This design comes from an exercise in tuning for small area and a short achievable clock period on the open sky130 flow, not from production work.
In this exercise RTL edits were held to simulation tests only and were not proved equivalent to the original.

==> inputs of juniper <==
Design am_modem, start of the top module:
module am_modem(
    input wire clk_pin,
    input wire reset_pin,
    input wire [15:0] carrier,
    input wire [15:0] tone_a,
    input wire [15:0] tone_b,
    output wire [31:0] am_mod,
    output wire [15:0] demod
);
wire n1 = ~tone_a[15];
wire n2 = ~tone_a[15];
wire n3 = ~tone_a[15];
wire n4 = ~tone_a[15];
wire n5 = ~tone_b[15];
wire n6 = ~tone_b[15];
wire n7 = ~tone_b[15];
wire n8 = ~tone_b[15];
wire n9 = tone_a[0] & tone_b[0];
wire s10 = tone_a[5] ^ tone_a[4];
wire c11 = tone_a[5] & tone_a[4];
wire s12 = tone_a[6] ^ tone_a[5] ^ tone_a[2];
wire c13 = (tone_a[6] & tone_a[5]) | (tone_a[6] & tone_a[2]) | (tone_a[5] & tone_a[2]);
wire s14 = tone_a[1] ^ tone_b[6] ^ tone_b[5];
wire c15 = (tone_a[1] & tone_b[6]) | (tone_a[1] & tone_b[5]) | (tone_b[6] & tone_b[5]);
wire s16 = tone_a[7] ^ tone_a[6] ^ tone_a[3];
wire c17 = (tone_a[7] & tone_a[6]) | (tone_a[7] & tone_a[3]) | (tone_a[6] & tone_a[3]);
wire s18 = tone_a[2] ^ tone_b[7] ^ tone_b[6];
wire c19 = (tone_a[2] & tone_b[7]) | (tone_a[2] & tone_b[6]) | (tone_b[7] & tone_b[6]);
wire s20 = tone_a[8] ^ tone_a[7] ^ tone_a[4];
wire c21 = (tone_a[8] & tone_a[7]) | (tone_a[8] & tone_a[4]) | (tone_a[7] & tone_a[4]);
wire s22 = tone_a[3] ^ tone_b[8] ^ tone_b[7];
wire c23 = (tone_a[3] & tone_b[8]) | (tone_a[3] & tone_b[7]) | (tone_b[8] & tone_b[7]);
wire s24 = tone_a[9] ^ tone_a[8] ^ tone_a[5];
wire c25 = (tone_a[9] & tone_a[8]) | (tone_a[9] & tone_a[5]) | (tone_a[8] & tone_a[5]);
wire s26 = tone_a[4] ^ tone_b[9] ^ tone_b[8];
wire c27 = (tone_a[4] & tone_b[9]) | (tone_a[4] & tone_b[8]) | (tone_b[9] & tone_b[8]);
wire s28 = tone_a[10] ^ tone_a[9] ^ tone_a[6];
wire c29 = (tone_a[10] & tone_a[9]) | (tone_a[10] & tone_a[6]) | (tone_a[9] & tone_a[6]);
wire s30 = tone_a[5] ^ tone_b[10] ^ tone_b[9];
  ...
clock: 60.0 ns
lec_check: 0
abc_area: 1
cap_margin: 20
core_margin: 2
core_utilization: 60
slew_margin: 20
synth_hierarchical: 1
standard.sh (not shown) runs the stock make flow with config.mk's settings and CLKGATE_MAP_FILE= SYNTH_SCRIPT=/design/flow/synth_recipe.tcl, a recipe that flattens the netlist after the stock synthesis.
==> flow/flow/run.sh <==
#!/bin/bash
# Layout flow: the standard flow (standard.sh) with two changes:
#  - Yosys's generic synth skips its internal ABC pass (SYNTH_ARGS=-noabc), so the full-adder
#    extraction sees the adders as written; registers and their names are unchanged.
#  - ports are buffered with buf_2 cells instead of the default clkdlybuf4s50_1.
# The make output goes to standard.log; ORFS keeps each tool's log under orfs/logs/.
set -uo pipefail
bash standard.sh SYNTH_ARGS=-noabc "BUFFER_PORTS_ARGS=-buffer_cell sky130_fd_sc_hd__buf_2" finish > standard.log 2>&1
status=$?
tail -n 20 standard.log
exit $status
==> inputs of maple, as changes to juniper <==
==> flow/run.sh (new file) <==
#!/bin/bash
# synth_recipe.tcl (not shown) runs the flow's synth.tcl, then flattens the netlist and writes it again
# the make line also repeats each setting of config.mk as NAME=value (left out here)
make -C /OpenROAD-flow-scripts/flow DESIGN_CONFIG=/design/flow/config.mk WORK_HOME=/design/flow/orfs CLKGATE_MAP_FILE= SYNTH_SCRIPT=/design/flow/synth_recipe.tcl finish
removed: flow/flow/run.sh
removed: flow/standard.sh
==> notes <==
Against maple, the register-to-register slack of juniper is worse by 0.12 ns.
Between maple and juniper, the lower sequential share of layout area is in maple (gap 0.33 points).
In maple the die area is higher than in juniper, by 0.84%.
Against juniper, the fmax of maple is lower by about 3%.
In maple the non-clock buffer count is higher than in juniper, by 1.
Against maple, the clock skew of juniper is lower by 0.0077 ns.
Between juniper and maple, the lower clock-buffer cell count is in juniper (gap 3).
In juniper the via count is smaller than in maple, by 0.30%.
In sequential cell count, juniper and maple do not differ.
Worst hold slack is about the same in juniper and maple.
Against juniper, the global-route usage of maple is lower by 1.8 points.
juniper produced a clean layout. maple ran to the end with no violations.
==> figures <==
item                                                                                        juniper                  maple
Status                                                                     timing/DRC/antenna clean  timing/DRC/antenna clean
Maximum number of pins on one net before global-route repair                                     50                     53
Routability cong.                                                                             0.886                  0.909
Post-synthesis instance area                                                             30,700 µm²             31,000 µm²
Worst max-slew margin expressed relative to the limit                                         43.5%                  49.6%
Sequential area share after synthesis                                                         13.6%                  13.5%
Area occupied by multi-input gates                                                       23,400 µm²             23,000 µm²
GR Util met3                                                                                  2.73%                  2.65%
Overall via count from detail_route                                                          25,723                 25,800
Global-route met1 utilization                                                                 35.7%                  34.6%
Area post-placement                                                                      31,300 µm²             32,100 µm²
Cell seen most often among critical-path stages                            sky130_fd_sc_hd__nand2_1  sky130_fd_sc_hd__fa_1
Crit path largest cell delay                                                                0.62 ns                0.64 ns
Fraction of the core area covered by cells at the end of the flow                             63.8%                  64.4%
Largest driver fanout on the critical path                                                       34                     16
Register-to-register path setup slack                                                      45.43 ns               45.55 ns
Arrival time of the worst setup path                                                        5.78 ns                6.33 ns
Via count of the first global-routing pass                                                   24,951                 24,470
Filler Cells Inserted                                                                         4,637                  4,719
Portion of the clock cycle consumed by the worst path in the final layout                     29.6%                  30.5%

* * *

==> job 3980 <==
Another version of the RTL of am_modem (not shown whole).
==> flow/config.mk <==
export PLATFORM = sky130hd
export DESIGN_NAME = am_modem
export DESIGN_NICKNAME = am_modem
export VERILOG_FILES = /design/flow/design.v
export SDC_FILE = /design/flow/constraint.sdc
export NUM_CORES = 4
export LEC_CHECK = 0
export ABC_AREA = 1
export CAP_MARGIN = 20
export CORE_MARGIN = 2
export CORE_UTILIZATION = 70
export SLEW_MARGIN = 20
export SYNTH_HIERARCHICAL = 1
==> flow/constraint.sdc <==
create_clock -name core_clock -period 60.0 [get_ports {clk_pin}]
set_input_delay 12.0000 -clock core_clock [delete_from_list [all_inputs] [get_ports {clk_pin}]]
set_output_delay 12.0000 -clock core_clock [all_outputs]
set_load 0.01 [all_outputs]
==> flow/flow/run.sh <==
#!/bin/bash
# Layout flow: the standard flow (standard.sh) with two changes:
#  - Yosys's generic synth skips its internal ABC pass (SYNTH_ARGS=-noabc), so the full-adder
#    extraction sees the adders as written; registers and their names are unchanged.
#  - ports are buffered with buf_2 cells instead of the default clkdlybuf4s50_1.
# The make output goes to standard.log; ORFS keeps each tool's log under orfs/logs/.
set -uo pipefail
bash standard.sh SYNTH_ARGS=-noabc "BUFFER_PORTS_ARGS=-buffer_cell sky130_fd_sc_hd__buf_2" finish > standard.log 2>&1
status=$?
tail -n 20 standard.log
exit $status
==> inputs of job 3463, as changes to job 3980 <==
==> flow/flow/run.sh (replaced) <==
#!/bin/bash
# Layout flow: the standard flow (standard.sh) with these changes:
#  - synthesis is synth_recipe.tcl with ORFS's synth.tcl replaced by a copy in which the final
#    ABC mapping of the top module uses flow/top.abc (ABC's area-recovering map without the
#    buffering and gate sizing steps; the layout's own repair sizes and buffers later); the
#    adder modules are mapped with the standard script. Registers and their names are unchanged.
#  - Yosys's generic synth skips its internal ABC pass (SYNTH_ARGS=-noabc), so the full-adder
#    extraction sees the adders as written.
#  - ports are buffered with buf_2 cells instead of the default clkdlybuf4s50_1.
# Each step's output goes to its own log here; ORFS keeps each tool's log under orfs/logs/.
set -uo pipefail
WORK="$(pwd)"
python3 - "$FLOW_HOME/scripts/synth.tcl" "$WORK/flow/top.abc" "$WORK/synth_mod.tcl" <<'PY' > prep.log 2>&1 || exit 1
import sys
src, abc, out = sys.argv[1:4]
s = open(src).read()
old = "  log_cmd abc {*}$abc_args\n"
assert s.count(old) == 1
new = ("  set top_args $abc_args\n"
       "  lset top_args [expr {[lsearch -exact $top_args -script] + 1}] " + abc + "\n"
       "  log_cmd abc {*}$top_args $::env(DESIGN_NAME)\n"
       "  log_cmd abc {*}$abc_args {*_add}\n")
open(out, "w").write(s.replace(old, new))
print("wrote", out)
PY
python3 - "$WORK/synth_recipe.tcl" "$WORK/synth_mod.tcl" "$WORK/synth_own.tcl" <<'PY' >> prep.log 2>&1 || exit 1
import sys
src, mod, out = sys.argv[1:4]
s = open(src).read()
old = "source $::env(SCRIPTS_DIR)/synth.tcl"
assert s.count(old) == 1
open(out, "w").write(s.replace(old, "source " + mod))
print("wrote", out)
PY
bash standard.sh SYNTH_ARGS=-noabc "BUFFER_PORTS_ARGS=-buffer_cell sky130_fd_sc_hd__buf_2" \
    "SYNTH_SCRIPT=$WORK/synth_own.tcl" finish > standard.log 2>&1
status=$?
tail -n 20 standard.log
exit $status
==> flow/flow/top.abc (new file) <==
strash
dc2
dch -f
map -B 0.9
topo
stime -c
- CTS_CLUSTER_DIAMETER: unset -> 150
- CTS_CLUSTER_SIZE: unset -> 24
==> inputs of job 270, as changes to job 3980 <==
- CORE_UTILIZATION: 70 -> 80
- CTS_CLUSTER_DIAMETER: unset -> 150
- CTS_CLUSTER_SIZE: unset -> 24
==> inputs of job 5666, as changes to job 3980 <==
==> flow/flow/run.sh (replaced) <==
#!/bin/bash
# Layout flow: the standard flow (standard.sh) with these changes:
#  - Yosys's generic synth skips its internal ABC pass (SYNTH_ARGS=-noabc), so the full-adder
#    extraction sees the adders as written; registers and their names are unchanged.
#  - the multiplier's input registers get a stronger drive of the same flip-flop: the Booth
#    digit registers (each drives half a row of partial products) 4x, the k registers 2x.
#  - ports are buffered with buf_2 cells instead of the default clkdlybuf4s50_1.
# Each make run's output goes to its own log here; ORFS keeps each tool's log under orfs/logs/.
set -uo pipefail
RES="$(pwd)/orfs/results/${FLOW_PLATFORM}/am_modem/base"
ARGS=(SYNTH_ARGS=-noabc "BUFFER_PORTS_ARGS=-buffer_cell sky130_fd_sc_hd__buf_2")
bash standard.sh "${ARGS[@]}" "$RES/1_2_yosys.v" > synth.log 2>&1 || { tail -n 20 synth.log; exit 1; }
sed -i -E -e 's/^( *)sky130_fd_sc_hd__dfxtp_1( +\\(bneg|bone|btwo)n?\[)/\1sky130_fd_sc_hd__dfxtp_4\2/' \
          -e 's/^( *)sky130_fd_sc_hd__dfxtp_1( +\\kn?_r\[)/\1sky130_fd_sc_hd__dfxtp_2\2/' "$RES/1_2_yosys.v"
grep -c "dfxtp_[24]" "$RES/1_2_yosys.v" > upsized.log
bash standard.sh "${ARGS[@]}" finish > standard.log 2>&1
status=$?
tail -n 20 standard.log
exit $status
- CTS_CLUSTER_DIAMETER: unset -> 150
- CTS_CLUSTER_SIZE: unset -> 24
==> results.cfg <==
[logic_synthesis]
synthCells = 3808

[detailed_routing]
wl_per_cell_microns = 15.4

[finish]
signal_buffers = 99

[status]
status = timing/DRC/antenna clean
[end of results for job 3980]
==> results.cfg <==
[logic_synthesis]
synthCells = 3557

[sta]
tightest_slew_ns = 0.941
relSlewSlack = 0.368

[finish]
signal_buffers = 102

[setup_path]
cp-endpoint = lp[30]$_DFF_P_

[status]
status = timing/DRC/antenna clean

[detailed_routing]
wl_per_cell_microns = 15.2
[end of results for job 3463]
==> results.cfg <==
[status]
status = timing/DRC/antenna clean

[detailed_routing]
top_layer = met5
wl_per_cell_microns = 16.8

[finish]
signal_buffers = 100
seq_area_sq_um = 4620

[setup_path]
worstReg2RegEnd = lp[27]$_DFF_P_
cp-endpoint = am_mod[31]
cp_num_buf_inv = 2

[logic_synthesis]
synthCells = 3808
[end of results for job 270]
==> results.cfg <==
[status]
status = timing/DRC/antenna clean

[finish]
nonClkBufAreaFrac = 0.0172

[detailed_routing]
vias_per_cell = 5.67

[logic_synthesis]
synthCells = 3808
[end of results for job 5666]

* * *

==> build 97: inputs <==
Starting RTL as in the previous note.
// am_modem
module am_modem(
    input wire clk_pin,
    input wire reset_pin,
    input wire [15:0] carrier,
    input wire [15:0] tone_a,
    input wire [15:0] tone_b,
    output wire [31:0] am_mod,
    output wire [15:0] demod
);
Settings: LEC_CHECK=0, ABC_AREA=1, CAP_MARGIN=20, CORE_MARGIN=2, CORE_UTILIZATION=70, CTS_CLUSTER_DIAMETER=150, CTS_CLUSTER_SIZE=24, SLEW_MARGIN=20, SYNTH_HIERARCHICAL=1; clock period 60.0 ns.
==> flow/flow/run.sh <==
#!/bin/bash
# Layout flow: the standard flow (standard.sh) with two changes:
#  - Yosys's generic synth skips its internal ABC pass (SYNTH_ARGS=-noabc), so the full-adder
#    extraction sees the adders as written; registers and their names are unchanged.
#  - ports are buffered with buf_2 cells instead of the default clkdlybuf4s50_1.
# The make output goes to standard.log; ORFS keeps each tool's log under orfs/logs/.
set -uo pipefail
bash standard.sh SYNTH_ARGS=-noabc "BUFFER_PORTS_ARGS=-buffer_cell sky130_fd_sc_hd__buf_2" finish > standard.log 2>&1
status=$?
tail -n 20 standard.log
exit $status
==> trial 8 (differences from build 97) <==
==> flow/flow/run.sh (replaced) <==
#!/bin/bash
# Layout flow: the standard flow (standard.sh) with these changes:
#  - synthesis is synth_recipe.tcl with ORFS's synth.tcl replaced by a copy in which the final
#    ABC mapping of the top module uses flow/top.abc (ABC's area-recovering map without the
#    buffering and gate sizing steps; the layout's own repair sizes and buffers later); the
#    adder modules are mapped with the standard script. Registers and their names are unchanged.
#  - Yosys's generic synth skips its internal ABC pass (SYNTH_ARGS=-noabc), so the full-adder
#    extraction sees the adders as written.
#  - ports are buffered with buf_2 cells instead of the default clkdlybuf4s50_1.
# Each step's output goes to its own log here; ORFS keeps each tool's log under orfs/logs/.
set -uo pipefail
WORK="$(pwd)"
python3 - "$FLOW_HOME/scripts/synth.tcl" "$WORK/flow/top.abc" "$WORK/synth_mod.tcl" <<'PY' > prep.log 2>&1 || exit 1
import sys
src, abc, out = sys.argv[1:4]
s = open(src).read()
old = "  log_cmd abc {*}$abc_args\n"
assert s.count(old) == 1
new = ("  set top_args $abc_args\n"
       "  lset top_args [expr {[lsearch -exact $top_args -script] + 1}] " + abc + "\n"
       "  log_cmd abc {*}$top_args $::env(DESIGN_NAME)\n"
       "  log_cmd abc {*}$abc_args {*_add}\n")
open(out, "w").write(s.replace(old, new))
print("wrote", out)
PY
python3 - "$WORK/synth_recipe.tcl" "$WORK/synth_mod.tcl" "$WORK/synth_own.tcl" <<'PY' >> prep.log 2>&1 || exit 1
import sys
src, mod, out = sys.argv[1:4]
s = open(src).read()
old = "source $::env(SCRIPTS_DIR)/synth.tcl"
assert s.count(old) == 1
open(out, "w").write(s.replace(old, "source " + mod))
print("wrote", out)
PY
bash standard.sh SYNTH_ARGS=-noabc "BUFFER_PORTS_ARGS=-buffer_cell sky130_fd_sc_hd__buf_2" \
    "SYNTH_SCRIPT=$WORK/synth_own.tcl" finish > standard.log 2>&1
status=$?
tail -n 20 standard.log
exit $status
==> flow/flow/top.abc (new file) <==
strash
dch
map -B 0.9
topo
stime -c
==> build 36 (differences from build 97) <==
==> flow/flow/run.sh (replaced) <==
#!/bin/bash
# Layout flow: the standard flow (standard.sh) with these changes:
#  - synthesis is synth_recipe.tcl with ORFS's synth.tcl replaced by a copy in which the final
#    ABC mapping of the top module uses flow/top.abc (ABC's area-recovering map without the
#    buffering and gate sizing steps; the layout's own repair sizes and buffers later); the
#    adder modules are mapped with the standard script. Registers and their names are unchanged.
#  - Yosys's generic synth skips its internal ABC pass (SYNTH_ARGS=-noabc), so the full-adder
#    extraction sees the adders as written; only full adders are extracted (half adders are left
#    to ABC, which merges them into the surrounding logic).
#  - ports are buffered with buf_2 cells instead of the default clkdlybuf4s50_1.
# Each step's output goes to its own log here; ORFS keeps each tool's log under orfs/logs/.
set -uo pipefail
WORK="$(pwd)"
python3 - "$FLOW_HOME/scripts/synth.tcl" "$WORK/flow/top.abc" "$WORK/synth_mod.tcl" <<'PY' > prep.log 2>&1 || exit 1
import sys
src, abc, out = sys.argv[1:4]
s = open(src).read()
old = "  log_cmd abc {*}$abc_args\n"
assert s.count(old) == 1
new = ("  set top_args $abc_args\n"
       "  lset top_args [expr {[lsearch -exact $top_args -script] + 1}] " + abc + "\n"
       "  log_cmd abc {*}$top_args $::env(DESIGN_NAME)\n"
       "  log_cmd abc {*}$abc_args {*_add}\n")
s = s.replace(old, new)
old = "  extract_fa {*}[dont_use_extract_fa_args]"
assert s.count(old) == 1
s = s.replace(old, "  extract_fa -fa")
open(out, "w").write(s)
print("wrote", out)
PY
python3 - "$WORK/synth_recipe.tcl" "$WORK/synth_mod.tcl" "$WORK/synth_own.tcl" <<'PY' >> prep.log 2>&1 || exit 1
import sys
src, mod, out = sys.argv[1:4]
s = open(src).read()
old = "source $::env(SCRIPTS_DIR)/synth.tcl"
assert s.count(old) == 1
open(out, "w").write(s.replace(old, "source " + mod))
print("wrote", out)
PY
bash standard.sh SYNTH_ARGS=-noabc "BUFFER_PORTS_ARGS=-buffer_cell sky130_fd_sc_hd__buf_2" \
    "SYNTH_SCRIPT=$WORK/synth_own.tcl" finish > standard.log 2>&1
status=$?
tail -n 20 standard.log
exit $status
==> flow/flow/top.abc (new file) <==
strash
dch
map -B 0.9
topo
stime -c
==> summary of the runs <==
- Against build 97, the first-iteration DRC count of build 36 is higher by about 3.5%.
- Build 97 finished with timing, DRC and antenna clean. Trial 8 finished with timing, DRC and antenna clean. Build 36 completed with no timing, DRC or antenna violations.
- The lowest via count belongs to build 97, the highest to build 36.
- Routed wire length: build 36 > trial 8 > build 97.
- Sequential cell count is the same in build 97 and build 36.
- Between build 36 and trial 8, the lower critical path depth is in build 36 (gap 3).
- Between trial 8 and build 97, the lower global-route usage is in build 97 (gap 1.7 points).

port drivers added, routing unchanged:
No port has a modelled driver above. Below, the same layouts with a new extraction and two added sets of constraints. Step 1: set_driving_cell puts a clkbuf_16 on clk_pin and a buf_2 on each other input, an assumption about the parent block. Step 2 also shifts input and output timing later by t, the mid clock arrival at the registers, as if the neighbouring blocks saw the same clock. Slacks: ideal / step 1 / step 2; pairs: ideal / step 1.
| run | t, ns | setup WS [ns] | hold slack, ns |
|---|---|---|---|
| juniper | 0.621 | 42.222 / 42.165 / 42.786 | 0.590 / 0.590 / 0.590 |
| maple | 0.606 | 41.674 / 41.616 / 42.222 | 0.589 / 0.589 / 0.589 |
| job 3980 | 0.619 | 42.369 / 42.310 / 42.929 | 0.612 / 0.612 / 0.612 |
| job 3463 | 0.548 | 40.978 / 40.978 / 40.978 | 0.613 / 0.613 / 0.613 |
| job 270 | 0.561 | 42.351 / 42.296 / 42.857 | 0.616 / 0.616 / 0.616 |
| job 5666 | 0.566 | 42.497 / 42.439 / 43.004 | 0.606 / 0.606 / 0.606 |
| build 97 | 0.556 | 42.406 / 42.350 / 42.906 | 0.620 / 0.620 / 0.620 |
| trial 8 | 0.569 | 42.257 / 42.197 / 42.765 | 0.591 / 0.591 / 0.591 |
| build 36 | 0.560 | 42.435 / 42.376 / 42.937 | 0.578 / 0.578 / 0.578 |
After both steps setup and hold are still met in every run listed.
